What follows belongs to an exercise in optimizing a design on an open flow for small area; a production flow would make more cautious choices. At most, simulation tests tie the RTL to the original design; equivalence was not proved. Only the layout flow was run in run 1; the RTL was not checked for function there.

==> flow/design.v, too long to show whole: its modules and the start of the top module <==
// module fpu_fa: 4 lines
// module fpu_ha: 4 lines
// module fpu_unpack: 29 lines
// module fpu_compute: 988 lines
// module fpu_cpa: 299 lines
// module fpu_normalize: 20 lines
// module fpu_top: 50 lines
module fpu_top(
    input clk,
    input [31:0] a,
    input [31:0] b,
    input [1:0] op,
    output [31:0] out
    );
  // ...
==> flow/flow/run.sh <==
#!/bin/bash
# Standard ORFS layout with two changes:
#  - synthesis runs flow/synth.tcl: the standard flow's synthesis script, except that the
#    final ABC mapping of the modules outside the multiplier stage uses an
#    area-oriented ABC script (flow/area.abc);
#  - the input and output ports are buffered with sky130_fd_sc_hd__buf_1
#    instead of the delay buffer that buffer_ports picks by default.
# make's full output goes to flow.log (ORFS's per-step logs are in orfs/logs).
bash standard.sh SYNTH_SCRIPT=$PWD/flow/synth.tcl "BUFFER_PORTS_ARGS=-buffer_cell sky130_fd_sc_hd__buf_1" finish > flow.log 2>&1
==> flow/flow/area.abc <==
strash
dch -f
amap
==> flow/flow/synth.tcl <==
# The standard flow's synthesis script (synth_recipe.tcl), with one change: the final ABC
# mapping of the modules outside the multiplier stage (fpu_compute) uses an
# area-oriented ABC script (area.abc, next to this file) instead of ORFS's
# speed script. Everything else, registers included, is as in synth_recipe.tcl.
proc synth {args} { yosys synth -nofsm -noshare {*}$args }
set my_area_abc [file join [file dirname [file normalize [info script]]] area.abc]
set my_speed_modules {fpu_cpa}
set my_area_modules {fpu_compute fpu_top fpu_unpack fpu_normalize fpu_fa fpu_ha}
proc abc {args} {
  set i [lsearch -exact $args -script]
  set area_args [lreplace $args [expr {$i + 1}] [expr {$i + 1}] $::my_area_abc]
  if {[llength $::my_speed_modules]} { yosys abc {*}$args {*}$::my_speed_modules }
  if {[llength $::my_area_modules]} { yosys abc {*}$area_args {*}$::my_area_modules }
}
# full and half adder cells are taken only from the adder modules
proc extract_fa {args} { yosys extract_fa {*}$args fpu_fa fpu_ha }
source $::env(SCRIPTS_DIR)/synth.tcl
# left out here: clear keep_hierarchy, flatten, clean up, hide names made inside functions, write 1_2_yosys.v
==> flow/standard.sh <==
#!/bin/bash
# synth_recipe.tcl (not shown) runs the flow's synth.tcl, then flattens the netlist and writes it again
# the make line also repeats each setting of config.mk as NAME=value (left out here)
make -C /OpenROAD-flow-scripts/flow DESIGN_CONFIG=/design/flow/config.mk WORK_HOME=/design/flow/orfs CLKGATE_MAP_FILE= SYNTH_SCRIPT=/design/flow/synth_recipe.tcl "${@:-finish}"
==> flow/config.mk <==
export PLATFORM = sky130hd
export DESIGN_NAME = fpu_top
export DESIGN_NICKNAME = fpu_top
export VERILOG_FILES = /design/flow/design.v
export SDC_FILE = /design/flow/constraint.sdc
export NUM_CORES = 4
export LEC_CHECK = 0
export CAP_MARGIN = 20
export CORE_MARGIN = 2
export CORE_UTILIZATION = 40
export PLACE_DENSITY = 0.75
export SLEW_MARGIN = 20
export SYNTH_HIERARCHICAL = 1
export SYNTH_MINIMUM_KEEP_SIZE = 0
==> flow/constraint.sdc <==
create_clock -name core_clock -period 7.5 [get_ports {clk}]
set_input_delay 1.5000 -clock core_clock [delete_from_list [all_inputs] [get_ports {clk}]]
set_output_delay 1.5000 -clock core_clock [all_outputs]
set_load 0.01 [all_outputs]
==> results.yml, run 1 <==
critical_path:
  worst_path_dominant_cell_family: "adder cells"
  crit_end: "u_S2[18]"
status:
  outcome: "complete, no violations"
detailed_routing:
  viasPerCell: 6.21
  ant_nets: 0
  highest_layer: "met4"
  drt_first_pass_iters: 6
  drt_iter0_drc: 2412
synth:
  synthCells: 2340
  synth_top_area_frac: 0.261
  synth.area.top_cells: "fa_1 26%, dfxtp_1 20%, o22ai_1 12%"
  synth_largest_area_cell: "fa_1"
  synthTopCellsByCount: "407 x o21ai_0, 391 x nand2_1, 362 x o22ai_1"
  yosys_most_used_dff: "dfxtp_1"
min_path:
  whs_endpoint: "e_S2[2]"
  hold_path.class: "flop to flop"
floorplanning:
  row_count: 80
layout:
  final_cell_area_um2: 22000
  fillCellCount: 4599
  final_nets: 2931
placement:
  dp_cells: 3148
sta:
  finalCritPeriodShare: 0.951
  final-setup-viol-count: 0
  tightest_slew_ns: 1.11
cts:
  worstSkewPairLatency_ns: 0.45
  cts.repair.resized: 0
global_route:
  grt_pass1_vias: 18700
  met2_usage: 0.389
==> module fpu_unpack, before the edit <==
module fpu_unpack(
    input [31:0] a,
    input [31:0] b,
    input [1:0] op,
    output [22:0] f1n,
    output [22:0] f2n,
    output [7:0] e,
    output [4:0] d,
    output s,
    output sub,
    output is_mul,
    output is_add
    );
    wire sa = a[31];
    wire sb = b[31] ^ (op == 2'b01);
    wire swap = a[30:0] < b[30:0];
    wire [7:0] el = swap ? b[30:23] : a[30:23];
    wire [7:0] es = swap ? a[30:23] : b[30:23];
    assign f1n = ~(swap ? b[22:0] : a[22:0]);
    assign f2n = ~(swap ? a[22:0] : b[22:0]);
    wire [7:0] diff = el - es;
    assign d = diff[4:0] | {5{|diff[7:5]}};
    wire [7:0] em = a[30:23] + b[30:23] + 8'd129;
    assign is_mul = (op == 2'b10);
    assign is_add = ~op[1];
    assign e = is_mul ? em : el;
    assign s = is_add ? (swap ? sb : sa) : (is_mul & (a[31] ^ b[31]));
    assign sub = is_add & (sa ^ sb);
endmodule
==> module fpu_top, before the edit <==
module fpu_top(
    input clk,
    input [31:0] a,
    input [31:0] b,
    input [1:0] op,
    output [31:0] out
    );
    wire [22:0] f1n_S0, f2n_S0;
    wire [7:0] e_S0;
    wire [4:0] d_S0;
    wire s_S0, sub_S0, is_mul_S0, is_add_S0;
    fpu_unpack unpack (.a(a), .b(b), .op(op),
                       .f1n(f1n_S0), .f2n(f2n_S0), .e(e_S0), .d(d_S0), .s(s_S0),
                       .sub(sub_S0), .is_mul(is_mul_S0), .is_add(is_add_S0));
    reg [22:0] f1n_S1, f2n_S1;
    reg [7:0] e_S1;
    reg [4:0] d_S1;
    reg s_S1, sub_S1, is_mul_S1, is_add_S1;
    always @ (posedge clk) begin
        f1n_S1 <= f1n_S0;
        f2n_S1 <= f2n_S0;
        e_S1 <= e_S0;
        d_S1 <= d_S0;
        s_S1 <= s_S0;
        sub_S1 <= sub_S0;
        is_mul_S1 <= is_mul_S0;
        is_add_S1 <= is_add_S0;
    end
    wire [24:0] u_S1;
    fpu_compute compute (.f1n(f1n_S1), .f2n(f2n_S1), .d(d_S1), .is_mul(is_mul_S1),
                         .is_add(is_add_S1), .sub(sub_S1), .u(u_S1));
    reg [24:0] u_S2;
    reg [7:0] e_S2;
    reg s_S2, sub_S2;
    always @ (posedge clk) begin
        u_S2 <= u_S1;
        e_S2 <= e_S1;
        s_S2 <= s_S1;
        sub_S2 <= sub_S1;
    end
    wire [30:0] res_S2;
    fpu_normalize normalize (.u(u_S2), .sub(sub_S2), .e(e_S2), .res(res_S2));
    reg [31:0] r3, r4, r5;
    always @ (posedge clk) begin
        r3 <= {s_S2, res_S2};
        r4 <= r3;
        r5 <= r4;
    end
    assign out = r5;
endmodule
==> run 2: changes to the inputs <==
--- a/flow/design.v
+++ b/flow/design.v
@@ -7,54 +7,52 @@
     assign s = a ^ b;
     assign co = a & b;
 endmodule
 `timescale 1ns / 1ps
 module fpu_unpack(
     input [31:0] a,
     input [31:0] b,
     input [1:0] op,
-    output [22:0] f1n,
-    output [22:0] f2n,
+    output [22:0] f1,
+    output [22:0] f2,
     output [7:0] e,
     output [4:0] d,
     output s,
     output sub,
     output is_mul,
     output is_add
     );
     wire sa = a[31];
     wire sb = b[31] ^ (op == 2'b01);
     wire swap = a[30:0] < b[30:0];
     wire [7:0] el = swap ? b[30:23] : a[30:23];
     wire [7:0] es = swap ? a[30:23] : b[30:23];
-    assign f1n = ~(swap ? b[22:0] : a[22:0]);
-    assign f2n = ~(swap ? a[22:0] : b[22:0]);
+    assign f1 = swap ? b[22:0] : a[22:0];
+    assign f2 = swap ? a[22:0] : b[22:0];
     wire [7:0] diff = el - es;
     assign d = diff[4:0] | {5{|diff[7:5]}};
     wire [7:0] em = a[30:23] + b[30:23] + 8'd129;
     assign is_mul = (op == 2'b10);
     assign is_add = ~op[1];
     assign e = is_mul ? em : el;
     assign s = is_add ? (swap ? sb : sa) : (is_mul & (a[31] ^ b[31]));
     assign sub = is_add & (sa ^ sb);
 endmodule
 `timescale 1ns / 1ps
 `timescale 1ns / 1ps
 module fpu_compute(
-    input [22:0] f1n,
-    input [22:0] f2n,
+    input [22:0] f1,
+    input [22:0] f2,
     input [4:0] d,
     input is_mul,
     input is_add,
     input sub,
     output [24:0] u
     );
-    wire [22:0] f2 = ~f2n;
-    wire [22:0] f1 = ~f1n;
     wire [23:0] onehot;
     genvar k;
     generate for (k = 0; k < 24; k = k + 1) begin : g_dec
         assign onehot[k] = is_add & (d == 5'd23 - k);
     end endgenerate
     wire [24:0] R = {25{is_add}} & ({2'b01, f1} ^ {25{sub}});
     wire neg0 = is_mul & f1[1];
     wire one0 = is_mul ? (f1[0] ^ 1'b0) : onehot[0];
@@ -1350,39 +1348,39 @@
 `timescale 1ns / 1ps
 module fpu_top(
     input clk,
     input [31:0] a,
     input [31:0] b,
     input [1:0] op,
     output [31:0] out
     );
-    wire [22:0] f1n_S0, f2n_S0;
+    wire [22:0] f1_S0, f2_S0;
     wire [7:0] e_S0;
     wire [4:0] d_S0;
     wire s_S0, sub_S0, is_mul_S0, is_add_S0;
     fpu_unpack unpack (.a(a), .b(b), .op(op),
-                       .f1n(f1n_S0), .f2n(f2n_S0), .e(e_S0), .d(d_S0), .s(s_S0),
+                       .f1(f1_S0), .f2(f2_S0), .e(e_S0), .d(d_S0), .s(s_S0),
                        .sub(sub_S0), .is_mul(is_mul_S0), .is_add(is_add_S0));
-    reg [22:0] f1n_S1, f2n_S1;
+    reg [22:0] f1_S1, f2_S1;
     reg [7:0] e_S1;
     reg [4:0] d_S1;
     reg s_S1, sub_S1, is_mul_S1, is_add_S1;
     always @ (posedge clk) begin
-        f1n_S1 <= f1n_S0;
-        f2n_S1 <= f2n_S0;
+        f1_S1 <= f1_S0;
+        f2_S1 <= f2_S0;
         e_S1 <= e_S0;
         d_S1 <= d_S0;
         s_S1 <= s_S0;
         sub_S1 <= sub_S0;
         is_mul_S1 <= is_mul_S0;
         is_add_S1 <= is_add_S0;
     end
     wire [24:0] u_S1;
-    fpu_compute compute (.f1n(f1n_S1), .f2n(f2n_S1), .d(d_S1), .is_mul(is_mul_S1),
+    fpu_compute compute (.f1(f1_S1), .f2(f2_S1), .d(d_S1), .is_mul(is_mul_S1),
                          .is_add(is_add_S1), .sub(sub_S1), .u(u_S1));
     reg [24:0] u_S2;
     reg [7:0] e_S2;
     reg s_S2, sub_S2;
     always @ (posedge clk) begin
         u_S2 <= u_S1;
         e_S2 <= e_S1;
         s_S2 <= s_S1;
==> flow/flow/cpa.abc (new file) <==
&get -n
&st
&dch
&nf
&put
buffer -c
topo
stime -c
upsize -c
dnsize -c
==> flow/flow/synth.tcl (replaced) <==
# The standard flow's synthesis script (synth_recipe.tcl) with two changes:
#  - the final ABC mapping uses ORFS's speed script only for the final adder
#    of the multiplier (fpu_cpa); the other modules are mapped with the
#    area-oriented scripts named below (files next to this one);
#  - full and half adder cells are extracted only in the adder cell modules
#    fpu_fa and fpu_ha (elsewhere ABC maps the logic).
# Everything else, registers included, is as in synth_recipe.tcl.
proc synth {args} { yosys synth -nofsm -noshare {*}$args }
set my_here [file dirname [file normalize [info script]]]
set my_abc_map [list \
  [list {fpu_cpa} cpa.abc] \
  [list {fpu_compute fpu_top fpu_unpack fpu_normalize fpu_fa fpu_ha} area.abc]]
proc abc {args} {
  foreach m $::my_abc_map {
    lassign $m mods script
    set a $args
    if {$script ne ""} {
      set i [lsearch -exact $a -script]
      set a [lreplace $a [expr {$i + 1}] [expr {$i + 1}] [file join $::my_here $script]]
    }
    yosys abc {*}$a {*}$mods
  }
}
proc extract_fa {args} { yosys extract_fa {*}$args fpu_fa fpu_ha }
source $::env(SCRIPTS_DIR)/synth.tcl
# left out here: clear keep_hierarchy, flatten, clean up, hide names made inside functions, write 1_2_yosys.v
==> flow/config.mk (replaced) <==
export PLATFORM = sky130hd
export DESIGN_NAME = fpu_top
export DESIGN_NICKNAME = fpu_top
export VERILOG_FILES = /design/flow/design.v
export SDC_FILE = /design/flow/constraint.sdc
export NUM_CORES = 4
export LEC_CHECK = 0
export CAP_MARGIN = 20
export CORE_MARGIN = 2
export CORE_UTILIZATION = 40
export SLEW_MARGIN = 20
export SYNTH_HIERARCHICAL = 1
export SYNTH_MINIMUM_KEEP_SIZE = 0
==> run 2 against run 1 <==
First-iteration DRC count fell by 2.4%. Cell area is 1.2% higher. Utilization up 0.56 points. Setup slack got worse by 0.073 ns. Register-to-register slack worse by 0.07 ns. Count of clock-buffer cells in the layout did not move. Highest routed layer unchanged.
==> results.yml, run 2 <==
layout:
  layout_commonest_cell: "nand2_1"
  area_delta_synth_final_pct: 14.9
  fillCellCount: 4689
  postLayoutCoreUtil: 0.466
  drive_gt1_frac: 0.0744
  seqCellArea_um2: 3890
  layout_common_cells: "400 x nand2_1, 385 x o21ai_0, 309 x o22ai_1"
  final_nets: 2998
  multi_input_area_um2: 15000
  top_regs: "r3 x32, r4 x32, r5 x32"
  antenna_cells: 0
synth:
  syn_avg_cell_area_um2: 8.14
  synth.area.top_cells: "fa_1 26%, dfxtp_1 20%, o21ai_0 10%"
  synth_largest_area_cell: "fa_1"
  ys_seq_area_frac: 0.201
  synthCells: 2378
  async_flop_share: 0
  ys_warn_count: 7
  ys_ff_latch: 194
  yosys_most_used_dff: "dfxtp_1"
  synth.distinct_cells: 60
  netlist_area_um2: 19400
  synth_edf_count: 0
  synth_most_common_cell: "nand2_1"
  synth_top_area_frac: 0.260
  synthTopCellsByCount: "400 x nand2_1, 393 x o21ai_0, 310 x o22ai_1"
  synthesis.nets: 2754
global_route:
  gr-usage-met3: 0.0568
  grt_antenna_before_repair: 1
  gr-max-usage-layer: "met2"
  grt_use_total: 0.266
  grt_pass1_wl_um: 104000
  grt_pass1_vias: 18000
  grt_overflow_total: 0
  grt_max_degree: 52
  met2_usage: 0.405
  grtUsageMet1: 0.385
sta:
  tightest_slew_ns: 0.869
  final-setup-viol-count: 0
  tns_ns: 0
  final_max_slew_viol_count: 0
  whs_ns: 0.319
  max_freq_ghz: 0.139
  clock_skew_ns: 0.0275
  setup_ws_ns: 0.298
  rsz0062_at_grt: "yes"
  finalCritPeriodShare: 0.960
  min_period_ns: 7.20
  hold_viol: 0
  relSlewSlack: 0.414
detailed_routing:
  ant_nets: 0
  drc: 0
  totalWireLength_um: 66800
  avgRoutedWirePerCell_um: 20.5
  drt_first_pass_iters: 8
  vias: 19400
  viasPerCell: 5.96
  drt_iter0_drc: 2353
status:
  outcome: "complete, no violations"
cts:
  cts_tree: "yes"
  ctsRootBufferMaster: "clkbuf_16"
  cts_made_buffers: 17
  cts.sink_count: 194
  cts_hold_buf: 0
  cts_max_path_buffers: 2
  cts_max_level: 4
  worstSkewPairLatency_ns: 0.47
  clk_pin_slew_ns: 0.08
floorplanning:
  initial_core_util: 0.406
  die-area_um2: 50200
  row_count: 80
  io_pins: 99
  dieHeight_um: 224
  die_w_um: 224
  core_area_um2: 47700
critical_path:
  crit_type: "flop to flop"
  r2r_start: "is_mul_S1"
  critPathSlowestCell: "clkinv_1"
  crit_path_start: "is_mul_S1"
  cp_data_arrival_time_ns: 7.53
  crit_path_frequent_cell: "fa_1"
  cp-end-kind: "flop"
  worst-path-max-fanout: 40
  worst_path_dominant_cell_family: "adder cells"
  cp_slowest_stage_delay_ns: 0.55
  critical_path_buf_inv_count: 3
  startpoint_type: "flop"
  critPathRequiredTime_ns: 7.83
placement:
  hpwl_um: 53000
  gp_congestion: 0.997
  dpl_worst_slack_ns: 0.204
  port_buffers: 98
min_path:
  hold_path.class: "flop to flop"
  hp-start: "r4[30]"
run:
  max_cap_viol_count: 0
## run 2: cell count changes in the layout (fill, tap and decap cells not counted), sizes merged, moves of 14 or more
cell / delta
nor2: +37
o21ai: -15
clkinv: +19
a21oi: +33
buf: +31
o22ai: -53
o22a: +14
## run 2: cell type report
| class | instances | area share |
|---|---|---|
| well taps | 615 | 0.0346 |
| multi-input cells | 2046 | 0.676 |
| clock inverters | 15 | 0.0102 |
| flip-flops and latches | 194 | 0.175 |
| repair buffers | 226 | 0.0609 |
| inverters | 137 | 0.0241 |
| clock buffers | 17 | 0.0191 |
## run 2: final timing paths
check	slack, ns	cells after the start	endpoint
min	0.32	0	r5[30]
min reg2reg	0.32	0	r5[30]
max	0.30	27	u_S2[24]
max reg2reg	0.30	27	u_S2[24]
## run 2: metal layers
metal,share of wire,up-vias
met5,0,-
met4,0.024,0
met1,0.45,9060
met2,0.43,924
li1,-,9296
met3,0.096,88
## run 2: worst reg2reg max path, delay by kind of cell (launching register included)
kind	cells	cell delay, ns
fa+ha+maj	7	2.86
compound gates	11	1.91
buf+inv	3	1.13
simple gates	5	0.61
flops	1	0.47
xor+xnor	1	0.09
## run 2: modules after synthesis, one instance, submodules excluded
module         times used  cell area (um^2)  cells
fpu_top                 1              3880    194
fpu_unpack              1              1640    333
fpu_fa                252              20.0      1
fpu_ha                 57              12.5      1
fpu_normalize           1              1430    253
fpu_compute             1              5550   1112
fpu_cpa                 1              1100    177
## run 2: per-stage QoR
stage	instance area (um^2)	std cells
6_report	22200	3250
5_1_grt	22200	3250
4_1_cts	22200	3247
3_5_place_dp	21500	3215
3_3_place_gp	21500	3215
2_1_floorplan	19400	2378
## run 2: cell families after synthesis
kind of cell,count (synthesis),synth area share
compound gates,1014,0.319
buf+inv,139,0.0279
simple gates,696,0.143
fa+ha+maj,309,0.297
xor+xnor,26,0.0118
flops,194,0.201
## run 2: what timing repair did
action | in CTS | in global routing
buffers inserted | 0 | 2
hold endpoints to repair | 0 | 0
endpoints found under the setup margin | 0 | 12
resized for setup | 0 | 25

-- port drivers added, routing unchanged --
The results above use ideal ports. As a check the final layouts listed here were re-extracted and re-timed, cells and wires unchanged.
Step 1: set_driving_cell puts a clkbuf_16 on clk and a buf_2 on each other input, an assumption about the parent block.
Step 2 adds t to the input delays and takes it off the output delays; t is the mean of the earliest and latest rising clock arrival at the registers after step 1. Input paths then give back, and output paths get back, about the clock's delay inside the block.
Three values: ideal ports, drivers, drivers and shift; two values: the first two.
run | t, ns | setup WS [ns] | clock arrival spread, ns | slew at the worst register clock pin (ns)
run 1 | 0.493 | 0.371 / 0.371 / 0.371 | 0.015 / 0.016 | 0.08 / 0.08
run 2 | 0.510 | 0.298 / 0.298 / 0.298 | 0.029 / 0.029 | 0.09 / 0.09
After both steps every run listed still meets setup and hold.
